From an optimization exercise on the open Yosys and OpenROAD flow, aimed at a short achievable clock period and few clock cycles; shortcuts taken in it are not production practice. In this exercise RTL edits were held to simulation tests only and were not proved equivalent to the original. Power is estimated from default activity; no workload was simulated.

==> flow/design.v <==
`timescale 1ns / 1ps
module LC3_amux(s_t9, s_t11, s_base, s_pc1, s_npc, s_ma, t9, t11, base, pc1, npc, ma, y);
	input s_t9, s_t11, s_base, s_pc1, s_npc, s_ma;
	input [15:0] t9, t11, base, pc1, npc, ma;
	output [15:0] y;
	assign y = ({16{s_t9}} & t9) | ({16{s_t11}} & t11) | ({16{s_base}} & base) |
	           ({16{s_pc1}} & pc1) | ({16{s_npc}} & npc) | ({16{s_ma}} & ma);
endmodule
`timescale 1ns / 1ps
module LC3_nsel(reset, fv, opc, cc, setcc, aN, aZ, fN, fZ, fP, stall,
                s_t9, s_t11, s_base, s_pc1, s_npc, s_ma);
	input reset;
	input fv;                 
	input [3:0] opc;
	input [2:0] cc;           
	input setcc;              
	input aN, aZ, fN, fZ, fP;
	input stall;
	output s_t9, s_t11, s_base, s_pc1, s_npc, s_ma;
	wire f = fv & ~reset;
	wire i_br  = (opc == 4'b0000);
	wire i_ld  = (opc == 4'b0010);
	wire i_st  = (opc == 4'b0011);
	wire i_jsr = (opc == 4'b0100);
	wire i_jmp = (opc == 4'b1100);
	wire brE = f & i_br & setcc;          
	wire brR = f & i_br & ~setcc;         
	wire tR = (fN & cc[2]) | (fZ & cc[1]) | (fP & cc[0]);
	wire tE = (aN & cc[2]) | (aZ & cc[1]) | (~aN & ~aZ & cc[0]);
	wire seq = f & ~(i_br | i_ld | i_st | i_jsr | i_jmp);
	assign s_t9 = (f & (i_ld | i_st)) | (brR & tR) | (brE & tE);
	assign s_pc1 = seq | (brR & ~tR) | (brE & ~tE);
	assign s_t11 = f & i_jsr;
	assign s_base = f & i_jmp & ~stall;
	assign s_ma = f & i_jmp & stall;
	assign s_npc = ~fv & ~reset;
endmodule
`timescale 1ns / 1ps
module LC3_alu(a, b, op, y, n, z);
	input [15:0] a, b;
	input [1:0] op;           
	output [15:0] y;
	output n, z;
	reg [15:0] G, P;
	integer i, d;
	always @(*) begin
		G = a & b;
		P = a ^ b;
		for (d = 1; d < 16; d = d * 2)
			for (i = 15; i >= d; i = i - 1) begin
				G[i] = G[i] | (P[i] & G[i-d]);
				P[i] = P[i] & P[i-d];
			end
	end
	wire [15:0] sum = a ^ b ^ {G[14:0], 1'b0};
	assign y = (op == 2'd0) ? sum :
	           (op == 2'd1) ? a & b :
	           (op == 2'd2) ? ~a : a;
	wire zadd = &((a ^ b) ~^ {a[14:0] | b[14:0], 1'b0});
	assign n = y[15];
	assign z = (op == 2'd0) ? zadd :
	           (op == 2'd1) ? ~|(a & b) :
	           (op == 2'd2) ? &a : ~|a;
endmodule
`timescale 1ns / 1ps
module LC3_tgt(pc, off, t);
	parameter W = 9;
	input [15:0] pc;
	input [W-1:0] off;
	output [15:0] t;
	wire [W-1:0] a = pc[W-1:0];
	reg [W-1:0] G, P;
	integer i, d;
	always @(*) begin
		G = a & off;
		P = a ^ off;
		G[0] = G[0] | P[0];
		for (d = 1; d < W; d = d * 2)
			for (i = W - 1; i >= d; i = i - 1) begin
				G[i] = G[i] | (P[i] & G[i-d]);
				P[i] = P[i] & P[i-d];
			end
	end
	wire cout = G[W-1];
	assign t[W-1:0] = a ^ off ^ {G[W-2:0], 1'b1};
	wire [15-W:0] hi = pc[15:W];
	reg [15-W:0] hi_inc, hi_dec;
	integer k;
	always @(*)
		for (k = 0; k <= 15 - W; k = k + 1) begin
			hi_inc[k] = hi[k] ^ (&(hi | ~({{(16-W){1'b1}}} >> (16 - W - k))));
			hi_dec[k] = hi[k] ^ ~(|(hi & ({{(16-W){1'b1}}} >> (16 - W - k))));
		end
	assign t[15:W] = (off[W-1] == cout) ? hi : cout ? hi_inc : hi_dec;
endmodule
`timescale 1ns / 1ps
module LC3_inc(a, y);
	input [15:0] a;
	output [15:0] y;
	reg [15:0] P;
	integer i, d;
	always @(*) begin
		P = a;
		for (d = 1; d < 16; d = d * 2)
			for (i = 15; i >= d; i = i - 1)
				P[i] = P[i] & P[i-d];
	end
	assign y = a ^ {P[14:0], 1'b1};
endmodule
`timescale 1ns / 1ps
module LC3_rread(r0, r1, r2, r3, r4, r5, r6, r7, idx, fwd, wsel, wval, y);
	input [15:0] r0, r1, r2, r3, r4, r5, r6, r7;
	input [2:0] idx, wsel;
	input fwd;
	input [15:0] wval;
	output [15:0] y;
	reg [15:0] r;
	always @(*)
		case (idx)
			3'd0: r = r0;
			3'd1: r = r1;
			3'd2: r = r2;
			3'd3: r = r3;
			3'd4: r = r4;
			3'd5: r = r5;
			3'd6: r = r6;
			default: r = r7;
		endcase
	assign y = (fwd && wsel == idx) ? wval : r;
endmodule
`timescale 1ns / 1ps
module LC3(reset, clk, mem_addr, mem_wdata, mem_we, mem_rdata);
	input reset, clk;
	output [15:0] mem_addr, mem_wdata;
	output mem_we;
	input [15:0] mem_rdata;
	reg [15:0] R0, R1, R2, R3, R4, R5, R6, R7;
	reg fN, fZ, fP;
	reg [15:0] ma, mw;
	reg we;
	reg fv;                   
	reg [15:0] npc;           
	reg ev;                   
	reg e_setcc;              
	reg e_ld;
	reg [1:0] e_op;           
	reg [2:0] e_dr;
	reg [15:0] e_a, e_b;
	assign mem_addr = ma;
	assign mem_wdata = mw;
	assign mem_we = we;
	wire [15:0] alu;
	wire aN, aZ;
	LC3_alu ualu(.a(e_a), .b(e_b), .op(e_op), .y(alu), .n(aN), .z(aZ));
	wire e_wr = ev & ~e_ld;               
	wire [15:0] ir = mem_rdata;
	wire [3:0] opc = ir[15:12];
	wire i_add = (opc == 4'b0001);
	wire i_and = (opc == 4'b0101);
	wire i_not = (opc == 4'b1001);
	wire i_ld  = (opc == 4'b0010);
	wire i_st  = (opc == 4'b0011);
	wire i_jsr = (opc == 4'b0100);
	wire i_jmp = (opc == 4'b1100);
	wire [15:0] s5 = {{11{ir[4]}}, ir[4:0]};
	wire [15:0] pc1, t9, t11;
	LC3_inc uinc(.a(ma), .y(pc1));
	LC3_tgt #(.W(9)) ut9(.pc(ma), .off(ir[8:0]), .t(t9));
	LC3_tgt #(.W(11)) ut11(.pc(ma), .off(ir[10:0]), .t(t11));
	wire [15:0] base, rsv, rsb;
	LC3_rread urb(.r0(R0), .r1(R1), .r2(R2), .r3(R3), .r4(R4), .r5(R5), .r6(R6), .r7(R7),
	              .idx(ir[8:6]), .fwd(1'b0), .wsel(e_dr), .wval(alu), .y(base));
	LC3_rread urs(.r0(R0), .r1(R1), .r2(R2), .r3(R3), .r4(R4), .r5(R5), .r6(R6), .r7(R7),
	              .idx(ir[11:9]), .fwd(e_wr), .wsel(e_dr), .wval(alu), .y(rsv));
	LC3_rread urt(.r0(R0), .r1(R1), .r2(R2), .r3(R3), .r4(R4), .r5(R5), .r6(R6), .r7(R7),
	              .idx(ir[2:0]), .fwd(e_wr), .wsel(e_dr), .wval(alu), .y(rsb));
	wire [15:0] ra = (e_wr && e_dr == ir[8:6]) ? alu : base;
	wire jstall = e_wr & (e_dr == ir[8:6]);
	wire s_t9, s_t11, s_base, s_pc1, s_npc, s_ma;
	LC3_nsel unsel(.reset(reset), .fv(fv), .opc(opc), .cc(ir[11:9]), .setcc(ev & e_setcc),
	               .aN(aN), .aZ(aZ), .fN(fN), .fZ(fZ), .fP(fP), .stall(jstall & i_jmp),
	               .s_t9(s_t9), .s_t11(s_t11), .s_base(s_base), .s_pc1(s_pc1),
	               .s_npc(s_npc), .s_ma(s_ma));
	wire [15:0] nma;
	LC3_amux umux(.s_t9(s_t9), .s_t11(s_t11), .s_base(s_base), .s_pc1(s_pc1),
	              .s_npc(s_npc), .s_ma(s_ma), .t9(t9), .t11(t11), .base(base),
	              .pc1(pc1), .npc(npc), .ma(ma), .y(nma));
	wire [15:0] wval = (ev & e_ld) ? mem_rdata : alu;
	wire wen = ev;            
	always @(posedge clk) begin
		if (reset) begin
			R0 <= 16'd0; R1 <= 16'd0; R2 <= 16'd0; R3 <= 16'd0;
			R4 <= 16'd0; R5 <= 16'd0; R6 <= 16'd0; R7 <= 16'd0;
			fN <= 1'b0; fZ <= 1'b0; fP <= 1'b0;
			we <= 1'b0;
			fv <= 1'b1;
			ev <= 1'b0;
		end else begin
			if (wen && e_dr == 3'd0) R0 <= wval;
			if (wen && e_dr == 3'd1) R1 <= wval;
			if (wen && e_dr == 3'd2) R2 <= wval;
			if (wen && e_dr == 3'd3) R3 <= wval;
			if (wen && e_dr == 3'd4) R4 <= wval;
			if (wen && e_dr == 3'd5) R5 <= wval;
			if (wen && e_dr == 3'd6) R6 <= wval;
			if (wen && e_dr == 3'd7) R7 <= wval;
			if (ev & e_setcc) begin
				fN <= aN; fZ <= aZ; fP <= ~aN & ~aZ;
			end
			if (ev & e_ld) begin
				fN <= mem_rdata[15];
				fZ <= (mem_rdata == 16'd0);
				fP <= ~mem_rdata[15] & (mem_rdata != 16'd0);
			end
			if (fv) begin
				we <= i_st;
				fv <= ~(i_ld | i_st);
				ev <= i_add | i_and | i_not | i_jsr | i_ld;
			end else begin
				we <= 1'b0;
				fv <= 1'b1;
				ev <= 1'b0;
			end
		end
		ma <= nma;
		npc <= pc1;
		mw <= rsv;
		e_setcc <= i_add | i_and | i_not;
		e_ld <= i_ld;
		e_op <= i_add ? 2'd0 : i_and ? 2'd1 : i_not ? 2'd2 : 2'd3;
		e_dr <= i_jsr ? 3'd7 : ir[11:9];
		e_a <= i_jsr ? pc1 : ra;
		e_b <= ir[5] ? s5 : rsb;
	end
endmodule
==> flow/run.sh <==
#!/bin/bash
# synth_recipe.tcl (not shown) runs the flow's synth.tcl, then flattens the netlist and writes it again
# the make line also repeats each setting of config.mk as NAME=value (left out here)
make -C /OpenROAD-flow-scripts/flow DESIGN_CONFIG=/design/flow/config.mk WORK_HOME=/design/flow/orfs CLKGATE_MAP_FILE= SYNTH_SCRIPT=/design/flow/synth_recipe.tcl finish
==> flow/config.mk <==
export PLATFORM = sky130hd
export DESIGN_NAME = LC3
export DESIGN_NICKNAME = LC3
export VERILOG_FILES = /design/flow/design.v
export SDC_FILE = /design/flow/constraint.sdc
export NUM_CORES = 4
export LEC_CHECK = 0
export CAP_MARGIN = 20
export CORE_MARGIN = 2
export CORE_UTILIZATION = 40
export SETUP_SLACK_MARGIN = 4.6
export SLEW_MARGIN = 20
export SYNTH_HIERARCHICAL = 1
export SYNTH_MINIMUM_KEEP_SIZE = 0
==> flow/constraint.sdc <==
create_clock -name core_clock -period 7.0 [get_ports {clk}]
set_input_delay 1.4000 -clock core_clock [delete_from_list [all_inputs] [get_ports {clk}]]
set_output_delay 1.4000 -clock core_clock [all_outputs]
set_load 0.01 [all_outputs]
==> results of run 1 <==
[timing repair]
action                     CTS  global route
setup buffers              102            26
hold buffers                 0             0
pin swaps                   38            60
gates resized for setup    411           176
gates cloned                11             5
setup endpoints to repair  234           220
[per-layer routing]
layer,part of all wire,vias to the layer above
met5,0.00029,-
met4,0.059,2
met3,0.092,235
met2,0.45,860
met1,0.40,7555
li1,-,7125
[power by group through the flow]
| stage | combinational [mW] | clock [mW] | sequential [mW] |
|---|---|---|---|
| 2_1_floorplan | 0.594 | 0 | 1.41 |
| 4_1_cts | 1.05 | 1.48 | 1.39 |
| 6_report | 1.19 | 1.48 | 1.39 |
| 5_1_grt | 1.25 | 1.54 | 1.40 |
| 3_3_place_gp | 0.801 | 0 | 1.43 |
| 3_5_place_dp | 0.808 | 0 | 1.43 |
[worst min path at each step]
stage               slack, ns  cells after the start    end
detailed placement       0.45                      2  ma[0]
floorplan                0.42                      2  ma[0]
finish                   0.46                      2  ma[7]
CTS                      0.46                      2  ma[7]
global route             0.48                      2  ma[5]
global placement         0.44                      2  ma[0]
[sequential cells by signal, indices dropped and copies added (netlist names), 2 cells and up]
register	cells
R3	16
npc	16
mw	16
e_a	16
R4	16
e_b	16
R0	16
e_dr	3
R7	16
e_op	2
R2	16
R5	16
ma	16
R1	16
R6	16
[final cells by class]
class,count,area [um2]
antenna,1,2.50
clock buffer,40,816
clock inverter,6,105
fill,3402,17700
inverter,67,280
multi-input combinational,1450,11800
sequential,221,4550
tap,518,648
timing repair buffer,219,2630
[per-module statistics from Yosys (local to each module, per instance), a selection]
module     flops+latches  copies in the design  cells inside
LC3_nsel               0                     1            26
LC3                  221                     1           676
LC3_alu                0                     1           254
LC3_rread              0                     3           209
LC3_inc                0                     1            38
LC3_amux               0                     1            76
[worst reg2reg max path, cell delays in order, from the launching register on]
cell and delay, ns:
dfxtp_4 0.37, inv_2 0.05, ha_4 0.24, a21oi_4 0.14, nor2b_4 0.05, a311o_1 0.34, a31oi_4 0.18, o21ai_2 0.10
xnor2_1 0.20, a21oi_2 0.10, buf_6 0.15, or3b_4 0.39, a32oi_2 0.23, o22ai_2 0.16, buf_6 0.19, a22oi_2 0.23
nand3_1 0.09
[synthesized netlist by cell type (10+ instances only)]
cell / number / area, um2
nor2_1: 270 / 1010
dfxtp_1: 221 / 4420
a211oi_1: 142 / 1070
mux2i_1: 124 / 1240
nand2_1: 107 / 402
a21oi_1: 84 / 420
nand3_1: 83 / 415
o21ai_0: 76 / 380
inv_1: 65 / 244
clkbuf_1: 58 / 218
xnor2_1: 55 / 482
ha_1: 52 / 651
a22oi_1: 49 / 368
o31ai_2: 49 / 613
nand3b_1: 48 / 360
o221ai_1: 47 / 412
buf_2: 34 / 170
xor2_1: 31 / 272
buf_6: 24 / 270
o21ai_1: 18 / 90.1
buf_4: 17 / 128
nor4_1: 15 / 93.8
nor2b_1: 14 / 87.6
nand4_1: 12 / 75.1
buf_8: 10 / 150
nor3_1: 10 / 50.1
[cells by family (layout without fill, tap and decap cells)]
logic type / after synthesis / after routing
xor gates and xnor gates: 86 / 86
adders and majority gates: 55 / 55
buffers and inverters: 216 / 332
and+or+nand+nor: 632 / 633
muxes: 136 / 136
DFF: 221 / 221
AOI/OAI and AO/OA: 537 / 539
other: 1 / 2
[placed cells by master, fill, tap and decap left out, types with 13 or more instances in the layout]
master,netlist,layout
a211oi_1,142,92
a211oi_2,1,51
a21oi_1,84,52
a21oi_2,1,25
a22oi_1,49,32
a22oi_2,2,19
buf_12,0,25
buf_4,17,81
buf_6,24,66
clkbuf_16,0,33
dfxtp_1,221,172
dfxtp_2,0,25
dfxtp_4,0,24
ha_1,52,26
ha_4,0,16
inv_1,65,53
mux2i_1,124,111
mux2i_4,0,15
nand2_1,107,84
nand2_2,1,15
nand3_1,83,80
nand3b_1,48,48
nor2_1,270,258
nor2b_1,14,13
o21ai_0,76,48
o21ai_1,18,39
o221ai_1,47,26
o221ai_2,0,13
o31ai_2,49,25
o31ai_4,1,26
xnor2_1,55,53
xor2_1,31,31
[stage by stage]
step | hold slack, ns | power (mW) | cell area [um2]
2_1_floorplan | 0.425 | 2.00 | 16200
3_5_place_dp | 0.448 | 2.24 | 16500
6_report | 0.462 | 4.06 | 20800
5_1_grt | 0.477 | 4.19 | 20800
4_1_cts | 0.461 | 3.92 | 19700
3_3_place_gp | 0.442 | 2.23 | 16500
==> results.cfg, run 1 <==
[synthesis]
synth_ff_type = dfxtp_1
async_reset_ff_frac = 0
yosysUniqueCellTypes = 89
synth_top_family_by_area = compound AO/OA/AOI/OAI gates
synth_seq_cells = 221
seq_area_frac_synth = 0.284
synth-edff-count = 0
netlist_instances = 1884
synth-compound-area-share = 0.256
avgSynthCellArea_um2 = 8.26
ys.warnings.count = 12
synth_simple_gate_area_frac = 0.198
synth-xor-area-share = 0.0484
syn-num-nets = 1957
netlist_area_um2 = 15600
muxShareOfSynthArea = 0.0895
synth_fa_ha_area_frac = 0.0456

[detailed_routing]
ant_nets = 0
dr.pass1.iters = 6
vias = 15800
remaining_drc_errors = 0
routed_wirelength_um = 61400
wl_per_cell_um = 24.3
viasPerCell = 6.26
drtIter0Drc = 1615

[timing]
rsz0062_at_grt = yes
fin_skew_ns = 0.0186
hold_viol_final = 0
fin_crit_ns = 3.32
slew_viol_final = 33
finalCritPeriodShare = 0.474
setup_ws_ns = 3.68
tightest_slew_ns = 2.21
slew_headroom = -0.476
clock.fmax_mhz = 301
report.final.setup_viol = 0
tns_ns = 0

[layout]
layout-drive-gt1-share = 0.324
instances_no_fill = 2522
utilization = 0.540
area.growth.synth_to_final_pct = 33.8
nets = 2058

[placement]
place_ws_ns = 2.64
hpwlAfterDp_um = 35600
port_buffers = 50
gp_congestion = 0.878
dp.cells = 2331

[global_routing]
gr-total-overflow = 0
gr-usage-met3 = 0.0523
grt_usage = 0.283
grt_pass1_vias = 14800
use_met2 = 0.451
grt.busiest_layer = met2
antenna_found_initial = 2
grt_max_degree = 84
use_met1 = 0.369
grt_pass1_wl_um = 90100

[critical_path]
end_kind = flip-flop
slowest_delay_ns = 0.38
reg2reg_from = e_a[1]
cp-endpoint = ma[12]
path_depth = 16
critPathKind = flip-flop to flip-flop
crit_path_frequent_cell = buf_6
cp-startpoint = e_a[1]
path_cells = inv_2, ha_4, a21oi_4, nor2b_4, a311o_1, a31oi_4, o21ai_2, xnor2_1, a21oi_2, buf_6, or3b_4, a32oi_2, o22ai_2, buf_6, a22oi_2, nand3_1
critPathTopFamily = compound AO/OA/AOI/OAI gates
r2r-end = ma[12]
worstPathMaxFanout = 8
ff2ff_path_depth = 16
r2r_setup_slack_ns = 3.68
cp.required_ns = 7.43
cp-start-kind = flip-flop
cp.buffers_inverters = 3
slowest_stage = or3b_4
arrival_ns = 3.75

[die]
fp.coreArea_um2 = 38600
die_h_um = 201
start_util = 0.404
io_pins = 51
die_w_um = 201
die_area_um2 = 40500
rows = 72

[pwr]
p_seq_frac = 0.343
switching_share = 0.323
pwr-share-comb = 0.293
internal_power_mw = 2.75
pwr-share-clk = 0.364
power_density_nw_per_um2 = 195
power.switching_mw = 1.31
ir_drop_mv = 0.169
p_leak_nw = 7.53

[clock_network]
insertion_delay_ns = 0.56
cts_made_buffers = 26
cts_tree = built
cts_root_buf = clkbuf_16
cts.sinks = 221
cts_buffer_depth = 3
htreeDepth = 1
clkSlewWorstSetupHoldPaths_ns = 0.06

[run_status]
so_faults = max-slew violations
outcome = complete, but fails checks

[hold_path]
hp-start = npc[7]
hold_class = flip-flop to flip-flop

[flow_run]
cap_violations = 0
Testbench counts, summed over its fixed seeds: cycles 82,095.
==> run 2, diff against run 1 <==
--- a/flow/design.v
+++ b/flow/design.v
@@ -1,9 +1,15 @@
 `timescale 1ns / 1ps
-module LC3_amux(s_t9, s_t11, s_base, s_pc1, s_npc, s_ma, t9, t11, base, pc1, npc, ma, y);
-	input s_t9, s_t11, s_base, s_pc1, s_npc, s_ma;
-	input [15:0] t9, t11, base, pc1, npc, ma;
-	output [15:0] y;
-	assign y = ({16{s_t9}} & t9) | ({16{s_t11}} & t11) | ({16{s_base}} & base) |
+module LC3_amux(s_t11, s_base, s_pc1, s_npc, s_ma, t11, base, pc1, npc, ma, y);
+	input s_t11, s_base, s_pc1, s_npc, s_ma;
+	input [15:0] t11, base, pc1, npc, ma;
+	output [15:0] y;
+	assign y = ({16{s_t11}} & t11) | ({16{s_base}} & base) |
 	           ({16{s_pc1}} & pc1) | ({16{s_npc}} & npc) | ({16{s_ma}} & ma);
+endmodule
+module LC3_fmux(s, a, b, y);
+	input s;
+	input [15:0] a, b;
+	output [15:0] y;
+	assign y = s ? b : a;
 endmodule
 `timescale 1ns / 1ps
@@ -28,7 +34,6 @@
 	wire tR = (fN & cc[2]) | (fZ & cc[1]) | (fP & cc[0]);
 	wire tE = (aN & cc[2]) | (aZ & cc[1]) | (~aN & ~aZ & cc[0]);
-	wire seq = f & ~(i_br | i_ld | i_st | i_jsr | i_jmp);
 	assign s_t9 = (f & (i_ld | i_st)) | (brR & tR) | (brE & tE);
-	assign s_pc1 = seq | (brR & ~tR) | (brE & ~tE);
+	assign s_pc1 = (f & ~(i_ld | i_st | i_jsr | i_jmp) & ~(i_br & ~setcc & tR));
 	assign s_t11 = f & i_jsr;
 	assign s_base = f & i_jmp & ~stall;
@@ -37,9 +42,8 @@
 endmodule
 `timescale 1ns / 1ps
-module LC3_alu(a, b, op, y, n, z);
+module LC3_alu(a, b, op, y);
 	input [15:0] a, b;
 	input [1:0] op;           
 	output [15:0] y;
-	output n, z;
 	reg [15:0] G, P;
 	integer i, d;
@@ -57,9 +61,4 @@
 	           (op == 2'd1) ? a & b :
 	           (op == 2'd2) ? ~a : a;
-	wire zadd = &((a ^ b) ~^ {a[14:0] | b[14:0], 1'b0});
-	assign n = y[15];
-	assign z = (op == 2'd0) ? zadd :
-	           (op == 2'd1) ? ~|(a & b) :
-	           (op == 2'd2) ? &a : ~|a;
 endmodule
 `timescale 1ns / 1ps
@@ -93,4 +92,29 @@
 		end
 	assign t[15:W] = (off[W-1] == cout) ? hi : cout ? hi_inc : hi_dec;
+endmodule
+`timescale 1ns / 1ps
+module LC3_flags(a, b, op, n, z);
+	input [15:0] a, b;
+	input [1:0] op;           
+	output n, z;
+	reg [14:0] G, P;
+	integer i, d;
+	always @(*) begin
+		G = a[14:0] & b[14:0];
+		P = a[14:0] ^ b[14:0];
+		for (d = 1; d < 15; d = d * 2)
+			for (i = 14; i >= d; i = i - 1) begin
+				G[i] = G[i] | (P[i] & G[i-d]);
+				P[i] = P[i] & P[i-d];
+			end
+	end
+	wire n_add = a[15] ^ b[15] ^ G[14];
+	wire z_add = &((a ^ b) ~^ {a[14:0] | b[14:0], 1'b0});
+	assign n = (op == 2'd0) ? n_add :
+	           (op == 2'd1) ? a[15] & b[15] :
+	           (op == 2'd2) ? ~a[15] : a[15];
+	assign z = (op == 2'd0) ? z_add :
+	           (op == 2'd1) ? ~|(a & b) :
+	           (op == 2'd2) ? &a : ~|a;
 endmodule
 `timescale 1ns / 1ps
@@ -128,4 +152,20 @@
 		endcase
 	assign y = (fwd && wsel == idx) ? wval : r;
+endmodule
+module LC3_rmux(r0, r1, r2, r3, r4, r5, r6, r7, idx, y);
+	input [15:0] r0, r1, r2, r3, r4, r5, r6, r7;
+	input [2:0] idx;
+	output reg [15:0] y;
+	always @(*)
+		case (idx)
+			3'd0: y = r0;
+			3'd1: y = r1;
+			3'd2: y = r2;
+			3'd3: y = r3;
+			3'd4: y = r4;
+			3'd5: y = r5;
+			3'd6: y = r6;
+			default: y = r7;
+		endcase
 endmodule
 `timescale 1ns / 1ps
@@ -152,5 +192,6 @@
 	wire [15:0] alu;
 	wire aN, aZ;
-	LC3_alu ualu(.a(e_a), .b(e_b), .op(e_op), .y(alu), .n(aN), .z(aZ));
+	LC3_alu ualu(.a(e_a), .b(e_b), .op(e_op), .y(alu));
+	LC3_flags uflags(.a(e_a), .b(e_b), .op(e_op), .n(aN), .z(aZ));
 	wire e_wr = ev & ~e_ld;               
 	wire [15:0] ir = mem_rdata;
@@ -169,6 +210,6 @@
 	LC3_tgt #(.W(11)) ut11(.pc(ma), .off(ir[10:0]), .t(t11));
 	wire [15:0] base, rsv, rsb;
-	LC3_rread urb(.r0(R0), .r1(R1), .r2(R2), .r3(R3), .r4(R4), .r5(R5), .r6(R6), .r7(R7),
-	              .idx(ir[8:6]), .fwd(1'b0), .wsel(e_dr), .wval(alu), .y(base));
+	LC3_rmux urb(.r0(R0), .r1(R1), .r2(R2), .r3(R3), .r4(R4), .r5(R5), .r6(R6), .r7(R7),
+	             .idx(ir[8:6]), .y(base));
 	LC3_rread urs(.r0(R0), .r1(R1), .r2(R2), .r3(R3), .r4(R4), .r5(R5), .r6(R6), .r7(R7),
 	              .idx(ir[11:9]), .fwd(e_wr), .wsel(e_dr), .wval(alu), .y(rsv));
@@ -182,8 +223,9 @@
 	               .s_t9(s_t9), .s_t11(s_t11), .s_base(s_base), .s_pc1(s_pc1),
 	               .s_npc(s_npc), .s_ma(s_ma));
-	wire [15:0] nma;
-	LC3_amux umux(.s_t9(s_t9), .s_t11(s_t11), .s_base(s_base), .s_pc1(s_pc1),
-	              .s_npc(s_npc), .s_ma(s_ma), .t9(t9), .t11(t11), .base(base),
-	              .pc1(pc1), .npc(npc), .ma(ma), .y(nma));
+	wire [15:0] nrest, nma;
+	LC3_amux umux(.s_t11(s_t11), .s_base(s_base), .s_pc1(s_pc1),
+	              .s_npc(s_npc), .s_ma(s_ma), .t11(t11), .base(base),
+	              .pc1(pc1), .npc(npc), .ma(ma), .y(nrest));
+	LC3_fmux ufmux(.s(s_t9), .a(nrest), .b(t9), .y(nma));
 	wire [15:0] wval = (ev & e_ld) ? mem_rdata : alu;
 	wire wen = ev;            
==> run 2 against run 1 <==
Net effect:
- now clean on timing, DRC and antenna
- hold slack improved by 0.062 ns
- maximum frequency grew 2.7%
- combinational power increased by 21%
- area after synthesis is 0.43% lower
- critical path depth shrank 2
- utilization increased by 2.9 points
- wire length increased by 6.3%
==> results.cfg, run 2 <==
[synthesis]
yosysMostFrequentCell = nor2_1
synth-edff-count = 0
synth_ff_type = dfxtp_1
netlist_instances = 1857
synth_top_area_frac = 0.285
yosysUniqueCellTypes = 96
seq_area_frac_synth = 0.285
synth_seq_cells = 221
syn-num-nets = 1946
yosys.area.top_type = dfxtp_1
ys_top_cells_by_area = dfxtp_1 29%, a211oi_1 6.9%, mux2i_1 6.2%
async_reset_ff_frac = 0
netlist_top_cells_count = 243 x nor2_1, 221 x dfxtp_1, 143 x a211oi_1
netlist_area_um2 = 15500
ys.warnings.count = 14
avgSynthCellArea_um2 = 8.35

[clock_network]
cts_buffer_depth = 3
cts_made_buffers = 27
insertion_delay_ns = 0.56
cts_root_buf = clkbuf_16
htreeDepth = 1
cts_tree = built
cts.sinks = 221
clkSlewWorstSetupHoldPaths_ns = 0.06

[detailed_routing]
wl_per_cell_um = 25.5
dr.pass1.iters = 6
ant_nets = 0
routed_wirelength_um = 65200
viasPerCell = 6.38
drtIter0Drc = 1723
remaining_drc_errors = 0
vias = 16300

[critical_path]
critPathKind = primary input to flip-flop
cp.required_ns = 7.45
worstPathMaxFanout = 3
slowest_stage = a222oi_1
path_cells = buf_16, inv_12, ha_4, inv_2, fa_2, a211oi_2, o21bai_2, a31oi_2, nand2b_1, a21oi_2, xnor2_1, a222oi_1, nand2_1, mux2_4
critPathTopFamily = compound AO/OA/AOI/OAI gates
slowest_delay_ns = 0.36
arrival_ns = 3.67
cp.buffers_inverters = 3
end_kind = flip-flop
cp-start-kind = primary input

[layout]
most-common-layout-cells = 230 x nor2_1, 172 x dfxtp_1, 124 x buf_4
area.growth.synth_to_final_pct = 41.2
layout-drive-gt1-share = 0.378
nets = 2109
antenna_cells = 0
fin_area_um2 = 21900
layout_commonest_cell = nor2_1
utilization = 0.569

[timing]
slew_headroom = 0.325
tns_ns = 0
finalCritPeriodShare = 0.461
rsz0062_at_grt = yes
report.final.setup_viol = 0
fin_crit_ns = 3.23
hold_viol_final = 0
slew_viol_final = 0
clock.fmax_mhz = 310
fin_skew_ns = 0.0359
tightest_slew_ns = 1.01
holdWs_ns = 0.524

[global_routing]
grt_pass1_wl_um = 95100
grt_max_degree = 73
antenna_found_initial = 2
grt_pass1_vias = 15400
gr-total-overflow = 0
grt_usage = 0.302

[run_status]
outcome = no timing/DRC/antenna violations

[die]
die_h_um = 201
fp.coreArea_um2 = 38500
io_pins = 51
die_area_um2 = 40400
start_util = 0.403
rows = 72
die_w_um = 201

[placement]
port_buffers = 50
hpwlAfterDp_um = 38000
dpl-instance-area_um2 = 16500
gp_congestion = 0.952

[pwr]
ir_drop_mv = 0.169
p_leak_nw = 8.25
power_density_nw_per_um2 = 197

[hold_path]
hold_class = flip-flop to flip-flop

[flow_run]
cap_violations = 0
[run 2: changes by cell type after synthesis, moves of 17 or more]
cell      before  now
mux2i_1      124   96
nand3_1       83   53
a221oi_1       1   25
nor2_1       270  243
nand2_1      107  133
a222oi_1       0   17
a22oi_1       49   32
[run 2: through the flow]
stage | setup slack [ns] | instances | power [mW]
after floorplan | 3.54 | 1857 | 2.08
after global placement | 2.28 | 2322 | 2.34
after detailed placement | 2.23 | 2322 | 2.35
after CTS | 3.75 | 2504 | 4.08
after global routing | 3.60 | 2559 | 4.44
final | 3.77 | 2559 | 4.31
[run 2: cell families (layout without fill, tap and decap cells)]
kind of cell               count (synthesis)  in the layout  share of synthesized area
and+or+nand+nor                          599            601                      0.187
AOI/OAI and AO/OA                        551            551                      0.262
DFF                                      221            221                      0.285
buffers and inverters                    201            383                     0.0688
muxes                                    127            127                     0.0883
xor gates and xnor gates                  87             87                     0.0491
adders and majority gates                 71             71                     0.0587
[run 2: path summary, 6_finish.rpt]
| path | end | slack (ns) | start | cells past startpoint |
|---|---|---|---|---|
| max reg2reg | ma[5] | 3.87 | e_a[1] | 12 |
| min | ev | 0.52 | fv | 2 |
| min reg2reg | ev | 0.52 | fv | 2 |
| max | ma[8] | 3.77 | mem_rdata[0] | 14 |
[run 2: routing by layer]
metal | share of wire | vias to the layer above | track usage
met1 | 0.39 | 7896 | 0.392
met5 | 0 | - | 0
met3 | 0.10 | 306 | 0.0659
met2 | 0.44 | 916 | 0.462
li1 | - | 7202 | -
met4 | 0.070 | 0 | 0.170
[run 2: Yosys stat by module, one instance, submodules excluded, excerpt]
module,flip-flops and latches,copies in the design,cell area [um2]
LC3_amux,0,1,388
LC3_nsel,0,1,139
LC3_alu,0,1,1170
LC3_fmux,0,1,249
LC3_flags,0,1,953
LC3,221,1,7040
LC3_rread,0,2,1450
LC3_inc,0,1,283
LC3_rmux,0,1,1030
[run 2: worst reg2reg max path, cell delays in order (launching register included)]
cell      delay (ns)
dfxtp_4         0.39
inv_4           0.05
ha_4            0.23
a211oi_2        0.21
nor4_2          0.08
o21a_1          0.23
or4_4           0.49
a31o_4          0.26
a22o_1          0.22
a211oi_2        0.24
o21ai_4         0.14
buf_12          0.17
mux2_4          0.30
[run 2: report_power, final]
group          leakage [nW]  internal [mW]  switching, mW  total [mW]
combinational          5.97          0.661          0.775        1.44
sequential             1.83           1.33         0.0817        1.41
clock                 0.458          0.880          0.588        1.47
total                  8.25           2.87           1.45        4.31
[run 2: timing repair]
item | CTS | global route
pin swaps | 83 | 100
hold buffers | 0 | 0
setup endpoints to repair | 234 | 218
gates resized for setup | 526 | 219
setup buffers | 118 | 53
gates cloned | 14 | 2
[run 2: cell type report]
cell class | instances | area [um2]
clock buffers | 34 | 722
inverters | 66 | 273
clock inverters | 16 | 195
flip-flops and latches | 221 | 4560
fillers | 3229 | 16600
well taps | 518 | 648
multi-input cells | 1437 | 12400
repair buffers | 267 | 3130
Testbench counts of run 2, summed over its fixed seeds: cycles 82,095.
==> run 3, diff against run 2 <==
--- a/flow/design.v
+++ b/flow/design.v
@@ -1,15 +1,18 @@
 `timescale 1ns / 1ps
-module LC3_amux(s_t11, s_base, s_pc1, s_npc, s_ma, t11, base, pc1, npc, ma, y);
-	input s_t11, s_base, s_pc1, s_npc, s_ma;
-	input [15:0] t11, base, pc1, npc, ma;
-	output [15:0] y;
-	assign y = ({16{s_t11}} & t11) | ({16{s_base}} & base) |
-	           ({16{s_pc1}} & pc1) | ({16{s_npc}} & npc) | ({16{s_ma}} & ma);
-endmodule
-module LC3_fmux(s, a, b, y);
-	input s;
-	input [15:0] a, b;
-	output [15:0] y;
-	assign y = s ? b : a;
+module LC3_amux(s_base, s_pc1, s_npc, s_ma, base, pc1, npc, ma, y);
+	input s_base, s_pc1, s_npc, s_ma;
+	input [15:0] base, pc1, npc, ma;
+	output [15:0] y;
+	assign y = ({16{s_base}} & base) | ({16{s_pc1}} & pc1) |
+	           ({16{s_npc}} & npc) | ({16{s_ma}} & ma);
+endmodule
+module LC3_fmux(s_t9, s_t11, lo, t9hi, t11hi, rest, y);
+	input s_t9, s_t11;
+	input [8:0] lo;
+	input [6:0] t9hi, t11hi;
+	input [15:0] rest;
+	output [15:0] y;
+	assign y[8:0] = (s_t9 | s_t11) ? lo : rest[8:0];
+	assign y[15:9] = s_t9 ? t9hi : s_t11 ? t11hi : rest[15:9];
 endmodule
 `timescale 1ns / 1ps
@@ -63,33 +66,50 @@
 endmodule
 `timescale 1ns / 1ps
-module LC3_tgt(pc, off, t);
-	parameter W = 9;
+module LC3_tgt(pc, ir, lo, t9hi, t11hi);
 	input [15:0] pc;
-	input [W-1:0] off;
-	output [15:0] t;
-	wire [W-1:0] a = pc[W-1:0];
-	reg [W-1:0] G, P;
-	integer i, d;
-	always @(*) begin
-		G = a & off;
-		P = a ^ off;
+	input [10:0] ir;
+	output [8:0] lo;
+	output [6:0] t9hi;        
+	output [6:0] t11hi;       
+	wire [8:0] a = pc[8:0];
+	wire [8:0] b = ir[8:0];
+	reg [8:0] G, P;
+	integer i, d;
+	always @(*) begin
+		G = a & b;
+		P = a ^ b;
 		G[0] = G[0] | P[0];
-		for (d = 1; d < W; d = d * 2)
-			for (i = W - 1; i >= d; i = i - 1) begin
+		for (d = 1; d < 9; d = d * 2)
+			for (i = 8; i >= d; i = i - 1) begin
 				G[i] = G[i] | (P[i] & G[i-d]);
 				P[i] = P[i] & P[i-d];
 			end
 	end
-	wire cout = G[W-1];
-	assign t[W-1:0] = a ^ off ^ {G[W-2:0], 1'b1};
-	wire [15-W:0] hi = pc[15:W];
-	reg [15-W:0] hi_inc, hi_dec;
+	wire c9 = G[8];
+	assign lo = a ^ b ^ {G[7:0], 1'b1};
+	wire [6:0] h = pc[15:9];
+	reg [6:0] h_inc, h_dec;
+	reg [4:0] g_inc, g_dec;
 	integer k;
-	always @(*)
-		for (k = 0; k <= 15 - W; k = k + 1) begin
-			hi_inc[k] = hi[k] ^ (&(hi | ~({{(16-W){1'b1}}} >> (16 - W - k))));
-			hi_dec[k] = hi[k] ^ ~(|(hi & ({{(16-W){1'b1}}} >> (16 - W - k))));
+	always @(*) begin
+		for (k = 0; k < 7; k = k + 1) begin
+			h_inc[k] = h[k] ^ (&(h | ~(7'h7f >> (7 - k))));
+			h_dec[k] = h[k] ^ ~(|(h & (7'h7f >> (7 - k))));
 		end
-	assign t[15:W] = (off[W-1] == cout) ? hi : cout ? hi_inc : hi_dec;
+		for (k = 0; k < 5; k = k + 1) begin
+			g_inc[k] = h[k+2] ^ (&(h[6:2] | ~(5'h1f >> (5 - k))));
+			g_dec[k] = h[k+2] ^ ~(|(h[6:2] & (5'h1f >> (5 - k))));
+		end
+	end
+	assign t9hi = (ir[8] == c9) ? h : c9 ? h_inc : h_dec;
+	wire [1:0] m = pc[10:9];
+	wire [1:0] n = ir[10:9];
+	wire [1:0] s0 = {m[1] ^ n[1] ^ (m[0] & n[0]), m[0] ^ n[0]};
+	wire [1:0] s1 = {m[1] ^ n[1] ^ (m[0] | n[0]), ~(m[0] ^ n[0])};
+	wire c11_0 = (m[1] & n[1]) | ((m[1] | n[1]) & m[0] & n[0]);
+	wire c11_1 = (m[1] & n[1]) | ((m[1] | n[1]) & (m[0] | n[0]));
+	wire c11 = c9 ? c11_1 : c11_0;
+	assign t11hi[1:0] = c9 ? s1 : s0;
+	assign t11hi[6:2] = (ir[10] == c11) ? h[6:2] : c11 ? g_inc : g_dec;
 endmodule
 `timescale 1ns / 1ps
@@ -205,8 +225,9 @@
 	wire i_jmp = (opc == 4'b1100);
 	wire [15:0] s5 = {{11{ir[4]}}, ir[4:0]};
-	wire [15:0] pc1, t9, t11;
+	wire [15:0] pc1;
+	wire [8:0] tlo;
+	wire [6:0] t9hi, t11hi;
 	LC3_inc uinc(.a(ma), .y(pc1));
-	LC3_tgt #(.W(9)) ut9(.pc(ma), .off(ir[8:0]), .t(t9));
-	LC3_tgt #(.W(11)) ut11(.pc(ma), .off(ir[10:0]), .t(t11));
+	LC3_tgt utgt(.pc(ma), .ir(ir[10:0]), .lo(tlo), .t9hi(t9hi), .t11hi(t11hi));
 	wire [15:0] base, rsv, rsb;
 	LC3_rmux urb(.r0(R0), .r1(R1), .r2(R2), .r3(R3), .r4(R4), .r5(R5), .r6(R6), .r7(R7),
@@ -224,8 +245,8 @@
 	               .s_npc(s_npc), .s_ma(s_ma));
 	wire [15:0] nrest, nma;
-	LC3_amux umux(.s_t11(s_t11), .s_base(s_base), .s_pc1(s_pc1),
-	              .s_npc(s_npc), .s_ma(s_ma), .t11(t11), .base(base),
-	              .pc1(pc1), .npc(npc), .ma(ma), .y(nrest));
-	LC3_fmux ufmux(.s(s_t9), .a(nrest), .b(t9), .y(nma));
+	LC3_amux umux(.s_base(s_base), .s_pc1(s_pc1), .s_npc(s_npc), .s_ma(s_ma),
+	              .base(base), .pc1(pc1), .npc(npc), .ma(ma), .y(nrest));
+	LC3_fmux ufmux(.s_t9(s_t9), .s_t11(s_t11), .lo(tlo), .t9hi(t9hi), .t11hi(t11hi),
+	               .rest(nrest), .y(nma));
 	wire [15:0] wval = (ev & e_ld) ? mem_rdata : alu;
 	wire wen = ev;            
==> run 3 against run 2 <==
Net effect:
- largest cell class unchanged
- critical endpoint is now ma[15]
- still clean on timing, DRC and antenna
- global-route usage rose by 0.84 points
- design area rose by 0.95%
- setup slack barely moved
- largest power group is now sequential cells
- critical path type unchanged
- clock-buffer cell count rose by 2
- clock skew fell by 0.0030 ns
- die area fell by 1.5%
- non-clock buffer count rose by 20
- power fell by 2.5%
- maximum frequency barely moved
- utilization rose by 1.8 points
- final cell count fell by 1.1%
- sequential power barely moved
==> results.cfg, run 3 <==
[pwr]
pwr-share-clk = 0.329
ir_drop_mv = 0.169
p_leak_nw = 8.10
p_seq_frac = 0.336
internal_power_mw = 2.76
power_density_nw_per_um2 = 190
power.switching_mw = 1.45
pwr-share-comb = 0.335
switching_share = 0.344

[layout]
most-common-layout-cells = 232 x nor2_1, 169 x dfxtp_1, 131 x buf_4
area.growth.synth_to_final_pct = 44.8
instances_no_fill = 2532
layout-drive-gt1-share = 0.431
nets = 2081
layout_commonest_cell = nor2_1

[die]
die_h_um = 199
die_w_um = 199
io_pins = 51
rows = 71
die_area_um2 = 39700
fp.coreArea_um2 = 37700
start_util = 0.405

[timing]
slew_headroom = 0.469
report.final.setup_viol = 0
tns_ns = 0
hold_viol_final = 0
rsz0062_at_grt = yes
clock.fmax_mhz = 310
slew_viol_final = 0
finalCritPeriodShare = 0.461
fin_crit_ns = 3.23
holdWs_ns = 0.509
tightest_slew_ns = 0.795
fin_skew_ns = 0.0330

[critical_path]
crit_path_frequent_cell = buf_12
critPathKind = primary input to flip-flop
r2r_setup_slack_ns = 3.88
cp-start-kind = primary input
arrival_ns = 3.71
end_kind = flip-flop
path_cells = buf_12, buf_12, ha_4, nor2b_4, o2111a_2, o21a_4, o31ai_4, buf_12, o21ai_2, a221oi_2, mux2i_1, o21ai_1
reg2reg_from = e_a[0]
r2r-end = R1[12]
cp.required_ns = 7.48
slowest_delay_ns = 0.38
slowest_stage = o31ai_4
ff2ff_path_depth = 15
worstPathMaxFanout = 4

[global_routing]
grt_pass1_vias = 15300
antenna_found_initial = 0
grt_max_degree = 81
grt_usage = 0.310
grt_pass1_wl_um = 93800
gr-total-overflow = 0

[synthesis]
avgSynthCellArea_um2 = 8.39
async_reset_ff_frac = 0
syn-num-nets = 1901
netlist_instances = 1820
netlist_top_cells_count = 248 x nor2_1, 221 x dfxtp_1, 144 x a211oi_1
ys.warnings.count = 13
synth-edff-count = 0
yosysMostFrequentCell = nor2_1
synth_fa_ha_area_frac = 0.0526
synth-xor-area-share = 0.0476
synth_top_area_frac = 0.290
synth-compound-area-share = 0.267
synth_top_family_by_area = compound AO/OA/AOI/OAI gates
ys_top_cells_by_area = dfxtp_1 29%, a211oi_1 7.1%, mux2i_1 6.6%
netlist_area_um2 = 15300
yosys.area.top_type = dfxtp_1
yosysUniqueCellTypes = 90
seq_area_frac_synth = 0.290
synth_ff_type = dfxtp_1
muxShareOfSynthArea = 0.0875
synth_simple_gate_area_frac = 0.183
synth_seq_cells = 221

[clock_network]
cts_made_buffers = 26
cts_tree = built
insertion_delay_ns = 0.57
cts_buffer_depth = 3
clkSlewWorstSetupHoldPaths_ns = 0.06
htreeDepth = 1
cts.sinks = 221
cts_root_buf = clkbuf_16

[detailed_routing]
dr.pass1.iters = 6
ant_nets = 0
remaining_drc_errors = 0
drtIter0Drc = 1721
wl_per_cell_um = 26.1
vias = 16300
routed_wirelength_um = 66100
viasPerCell = 6.43

[flow_run]
cap_violations = 0

[hold_path]
holdPathEnd = npc[0]
hp-start = ma[0]
hold_class = flip-flop to flip-flop
holdPathStages = 1

[placement]
gp_congestion = 0.936
port_buffers = 50
hpwlAfterDp_um = 36700
dp.cells = 2272

[run_status]
outcome = no timing/DRC/antenna violations
run 3: changes by cell type after synthesis, moves of 6 or more:
cell / before / now
nor2b_1: 16 / 8
a21oi_1: 97 / 85
ha_1: 68 / 61
a22oi_2: 0 / 14
mux2_2: 13 / 7
a222oi_1: 17 / 1
a21o_1: 10 / 4
nand2b_1: 12 / 6
run 3: logic make-up (layout without fill, tap and decap cells):
group                      Yosys count  count (layout)
and+or+nand+nor                    581             584
AOI/OAI and AO/OA                  540             540
DFF                                221             221
buffers and inverters              207             404
muxes                              125             125
xor gates and xnor gates            83              83
adders and majority gates           63              63
other                                0               1
run 3: how the worst max path moves through the flow:
stage                 startpoint     end  slack, ns  depth (start not counted)
floorplan           mem_rdata[1]  ma[13]       3.79                          9
global route        mem_rdata[1]  ma[15]       3.76                         12
detailed placement  mem_rdata[8]  ma[15]       2.38                         12
finish              mem_rdata[1]  ma[15]       3.77                         12
CTS                       e_b[1]   ma[6]       3.86                         12
global placement    mem_rdata[8]  ma[15]       2.45                         12
run 3: timing repair:
item / CTS / global route
hold buffers: 0 / 0
gates resized for setup: 514 / 322
setup endpoints to repair: 232 / 213
buffers inserted: 119 / 71
cloned: 18 / 3
pin swaps: 71 / 119
run 3: final cells by class:
type                    instances  area (um2)
multi-input cells            1395       12300
clock buffers                  36         790
flip-flops and latches        221        4590
clock inverters                12        75.1
inverters                      69         288
well taps                     511         639
diodes                          1        2.50
repair buffers                287        3390
fillers                      3084       15600
run 3: power by group through the flow:
stage / Combinational [mW] / Sequential, mW / Clock [mW]
2_1_floorplan: 0.606 / 1.42 / 0
3_3_place_gp: 0.826 / 1.45 / 0
3_5_place_dp: 0.836 / 1.45 / 0
4_1_cts: 1.12 / 1.41 / 1.37
5_1_grt: 1.47 / 1.42 / 1.44
6_report: 1.41 / 1.41 / 1.38
run 3: critical path: cells and delay by family:
| kind | cells | cell delay [ns] |
|---|---|---|
| AO/OA/AOI/OAI | 6 | 1.47 |
| adder cells (fa/ha/maj) | 1 | 0.20 |
| buffers and inverters | 3 | 0.38 |
| multiplexers | 1 | 0.13 |
| AND/OR/NAND/NOR | 1 | 0.12 |
run 3: metrics by stage:
stage	utilization	power, mW	instance area, um2	worst slack (ns)
global placement	0.430	2.28	16200	2.45
global route	0.587	4.32	22100	3.76
floorplan	-	2.02	15800	3.79
detailed placement	0.430	2.29	16200	2.38
CTS	0.531	3.89	20000	3.86
finish	0.587	4.21	22100	3.77
run 3: routing by layer:
layer | share of wire | up-vias | GRT usage | routed length (um)
met1 | 0.39 | 7875 | 0.389 | 25700
met4 | 0.073 | 0 | 0.171 | 4830
met2 | 0.45 | 985 | 0.502 | 29500
met5 | 0 | - | 0 | 0
li1 | - | 7073 | - | -
met3 | 0.091 | 348 | 0.0572 | 5990
run 3: Yosys stat by module (local to each module, per instance):
module,cells inside,cell area (um2)
LC3,675,7040
LC3_amux,56,464
LC3_flags,131,953
LC3_rmux,154,1030
LC3_rread,209,1450
LC3_tgt,123,951
LC3_fmux,33,303
LC3_inc,38,283
LC3_alu,170,1200
LC3_nsel,22,139
Testbench counts of run 3, summed over its fixed seeds: cycles 82,095.
==> run 4, diff against run 3 <==
==> flow/flow/run.sh (new file) <==
#!/bin/bash
# The standard layout (standard.sh: the standard flow's own ORFS run, unchanged synthesis,
# floorplan, power grid, placement, CTS and routing), with one change: the
# buffers ORFS puts on every input and output port are buf_8 instead of the
# smallest buffer, which the later repair does not always upsize.
# make's output goes to standard.log; each ORFS step logs to orfs/logs/.
set -euo pipefail
bash standard.sh 'BUFFER_PORTS_ARGS=-buffer_cell sky130_fd_sc_hd__buf_8' finish > standard.log 2>&1
==> flow/standard.sh (new file) <==
#!/bin/bash
# synth_recipe.tcl (not shown) runs the flow's synth.tcl, then flattens the netlist and writes it again
# the make line also repeats each setting of config.mk as NAME=value (left out here)
make -C /OpenROAD-flow-scripts/flow DESIGN_CONFIG=/design/flow/config.mk WORK_HOME=/design/flow/orfs CLKGATE_MAP_FILE= SYNTH_SCRIPT=/design/flow/synth_recipe.tcl "${@:-finish}"
removed: flow/run.sh
==> run 4 against run 3 <==
Net effect:
- critical path type is now flip-flop to flip-flop
- wire length is 8.2% lower
- register-to-register slack gained 0.04 ns
- die area is the same
- still clean
- clock skew is 0.014 ns lower
- synthesized cell count unchanged
- global-route usage is 2.5 points lower
- critical path depth stayed put
==> results.cfg, run 4 <==
[run_status]
outcome = no timing/DRC/antenna violations

[critical_path]
reg2reg_from = e_b[9]
critPathKind = flip-flop to flip-flop
ff2ff_path_depth = 12
path_cells = inv_1, ha_1, nand2_1, o21a_1, nor2_1, or4_4, a31o_4, a22o_1, a211oi_2, o21ai_4, nor2_4, mux2_4
slowest_delay_ns = 0.51
arrival_ns = 3.52
slowest_stage = or4_4
end_kind = flip-flop
r2r-end = ma[4]
cp.required_ns = 7.45
worstPathMaxFanout = 4
cp-start-kind = flip-flop
r2r_setup_slack_ns = 3.92

[detailed_routing]
viasPerCell = 6.29
dr.pass1.iters = 7
ant_nets = 0
routed_wirelength_um = 60700
vias = 15400
wl_per_cell_um = 24.8
drtIter0Drc = 1549
remaining_drc_errors = 0

[pwr]
p_leak_nw = 7.50
ir_drop_mv = 0.187
power_density_nw_per_um2 = 203
total_power_mw = 4.22
switching_share = 0.325
p_seq_frac = 0.335
power.switching_mw = 1.37
pwr-share-clk = 0.357
pwr-share-comb = 0.307
internal_power_mw = 2.85

[synthesis]
yosysMostFrequentCell = nor2_1
avgSynthCellArea_um2 = 8.39
muxShareOfSynthArea = 0.0875
netlist_instances = 1820
async_reset_ff_frac = 0
synth_top_family_by_area = compound AO/OA/AOI/OAI gates
synth_simple_gate_area_frac = 0.183
yosys.area.top_type = dfxtp_1
synth_seq_cells = 221
ys.warnings.count = 13
synth-compound-area-share = 0.267
seq_area_frac_synth = 0.290
synth_ff_type = dfxtp_1
netlist_area_um2 = 15300
synth-xor-area-share = 0.0476
netlist_top_cells_count = 248 x nor2_1, 221 x dfxtp_1, 144 x a211oi_1
ys_top_cells_by_area = dfxtp_1 29%, a211oi_1 7.1%, mux2i_1 6.6%
synth_top_area_frac = 0.290
synth-edff-count = 0
yosysUniqueCellTypes = 90
syn-num-nets = 1901
synth_fa_ha_area_frac = 0.0526

[timing]
fin_crit_ns = 3.08
holdWs_ns = 0.532
rsz0062_at_grt = yes
finalCritPeriodShare = 0.439
tightest_slew_ns = 1.25
slew_headroom = 0.170
clock.fmax_mhz = 325
tns_ns = 0
slew_viol_final = 0
report.final.setup_viol = 0
fin_skew_ns = 0.0192
hold_viol_final = 0

[layout]
multiInputGateArea_um2 = 11700
nets = 1999
area.growth.synth_to_final_pct = 36.1
instances_no_fill = 2450
most-common-layout-cells = 237 x nor2_1, 165 x dfxtp_1, 106 x nand2_1
fill_cells = 3297
layout-drive-gt1-share = 0.358
seqCellArea_um2 = 4580
layout_commonest_cell = nor2_1

[global_routing]
grt_usage = 0.285
grt_max_degree = 138
gr-total-overflow = 0
antenna_found_initial = 2
grt_pass1_vias = 14400
grt_pass1_wl_um = 87400

[clock_network]
cts_made_buffers = 27
cts_root_buf = clkbuf_16
clkSlewWorstSetupHoldPaths_ns = 0.06
cts_tree = built
insertion_delay_ns = 0.56
cts.sinks = 221
htreeDepth = 1
cts_buffer_depth = 3
holdBufCountCts = 0

[die]
start_util = 0.405
rows = 71
die_h_um = 199
io_pins = 51
die_area_um2 = 39700
die_w_um = 199
fp.coreArea_um2 = 37700

[placement]
dp.cells = 2261
port_buffers = 50
gp_congestion = 0.884
hpwlAfterDp_um = 35900

[hold_path]
holdPathEnd = ev
hp-start = fv
hold_class = flip-flop to flip-flop
holdPathStages = 2

[flow_run]
cap_violations = 0
[run 4: what timing repair did]
item                       in CTS  in global routing
buffers inserted               86                 38
cloned                          8                  6
pin swaps                      63                 55
gates resized for setup       303                130
setup endpoints to repair     218                222
[run 4: metrics by stage]
step                      utilization  setup slack (ns)  area [um2]
after floorplan                     -              3.79       15800
after global placement          0.435              2.92       16400
after detailed placement        0.435              2.89       16400
after CTS                       0.521              3.84       19600
after global routing            0.551              3.84       20800
final                           0.551              3.92       20800
[run 4: worst max-delay path by stage]
stage	startpoint	endpoint	slack, ns	depth (start not counted)
after floorplan	mem_rdata[1]	ma[13]	3.79	9
after global placement	mem_rdata[7]	ma[15]	2.92	11
after detailed placement	mem_rdata[7]	ma[15]	2.89	11
after CTS	e_a[1]	ma[0]	3.84	12
after global routing	e_b[8]	ma[0]	3.84	12
final	e_b[9]	ma[4]	3.92	12
[run 4: power by group through the flow]
stage                     combinational [mW]  clock (mW)  sequential [mW]
after floorplan                        0.606           0             1.42
after global placement                 0.845           0             1.46
after detailed placement               0.855           0             1.46
after CTS                               1.13        1.52             1.42
after global routing                    1.36        1.57             1.42
final                                   1.30        1.51             1.42
[run 4: cell families after synthesis]
kind of cell               Yosys count
DFF                                221
AOI/OAI and AO/OA                  540
muxes                              125
adders and majority gates           63
and+or+nand+nor                    581
buffers and inverters              207
xor gates and xnor gates            83
[run 4: per-module statistics from Yosys (local to each module, per instance)]
module	times used	flip-flops and latches	cells	area [um2]
LC3_inc	1	0	38	283
LC3_nsel	1	0	22	139
LC3_rread	2	0	209	1450
LC3_amux	1	0	56	464
LC3_tgt	1	0	123	951
LC3_rmux	1	0	154	1030
LC3	1	221	675	7040
LC3_alu	1	0	170	1200
LC3_fmux	1	0	33	303
LC3_flags	1	0	131	953
[run 4: worst max-delay path: cells and delay by family, from the launching register on]
kind / cells / cell delay, ns
compound gates: 5 / 0.99
simple gates: 4 / 0.88
flops: 1 / 0.40
mux: 1 / 0.32
fa+ha+maj: 1 / 0.30
buf+inv: 1 / 0.07
[run 4: routing by layer]
layer  up-vias  routed length [um]  part of all wire  global-route usage
met3       197                4810             0.079              0.0380
met5         -                   0                 0                   0
met1      7555               24900              0.41               0.374
met2       770               27900              0.46               0.463
met4         0                3110             0.051               0.135
li1       6898                   -                 -                   -
[run 4: final cells by class]
| class | instances | area share |
|---|---|---|
| well taps | 511 | 0.0308 |
| multi-input cells | 1397 | 0.565 |
| clock buffers | 42 | 0.0405 |
| repair buffers | 202 | 0.123 |
| clock inverters | 7 | 0.00590 |
| flip-flops and latches | 221 | 0.221 |
| inverters | 69 | 0.0137 |
| diodes | 1 | 0.000120 |

## separate check: timing with driven ports
In the flow no input, the clock included, has a driving cell. The finished layouts below were timed again as built, in two steps. Step 1 sets driving cells, clkbuf_16 on the clock port and buf_2 on the other inputs (assumed; they add their load-dependent delay and slew). Step 2 adds t to the input delays and takes it off the output delays; t is the mean of the earliest and latest rising clock arrival at the registers after step 1. Input paths then give back, and output paths get back, about the clock's delay inside the block. Three values: ideal ports, drivers, drivers and shift; two values: the first two.
run	t (ns)	setup slack, ns	worst data-port slew with drivers (ns)
run 1	0.609	3.683 / 3.683 / 3.191	0.21
run 2	0.598	3.771 / 3.765 / 3.167	0.08
run 3	0.609	3.771 / 3.765 / 3.156	0.24
run 4	0.601	3.924 / 3.858 / 3.257	0.30
For run 4, which loses most, drivers alone change the setup slack by -0.066 ns; drivers and shift together by -0.667 ns.
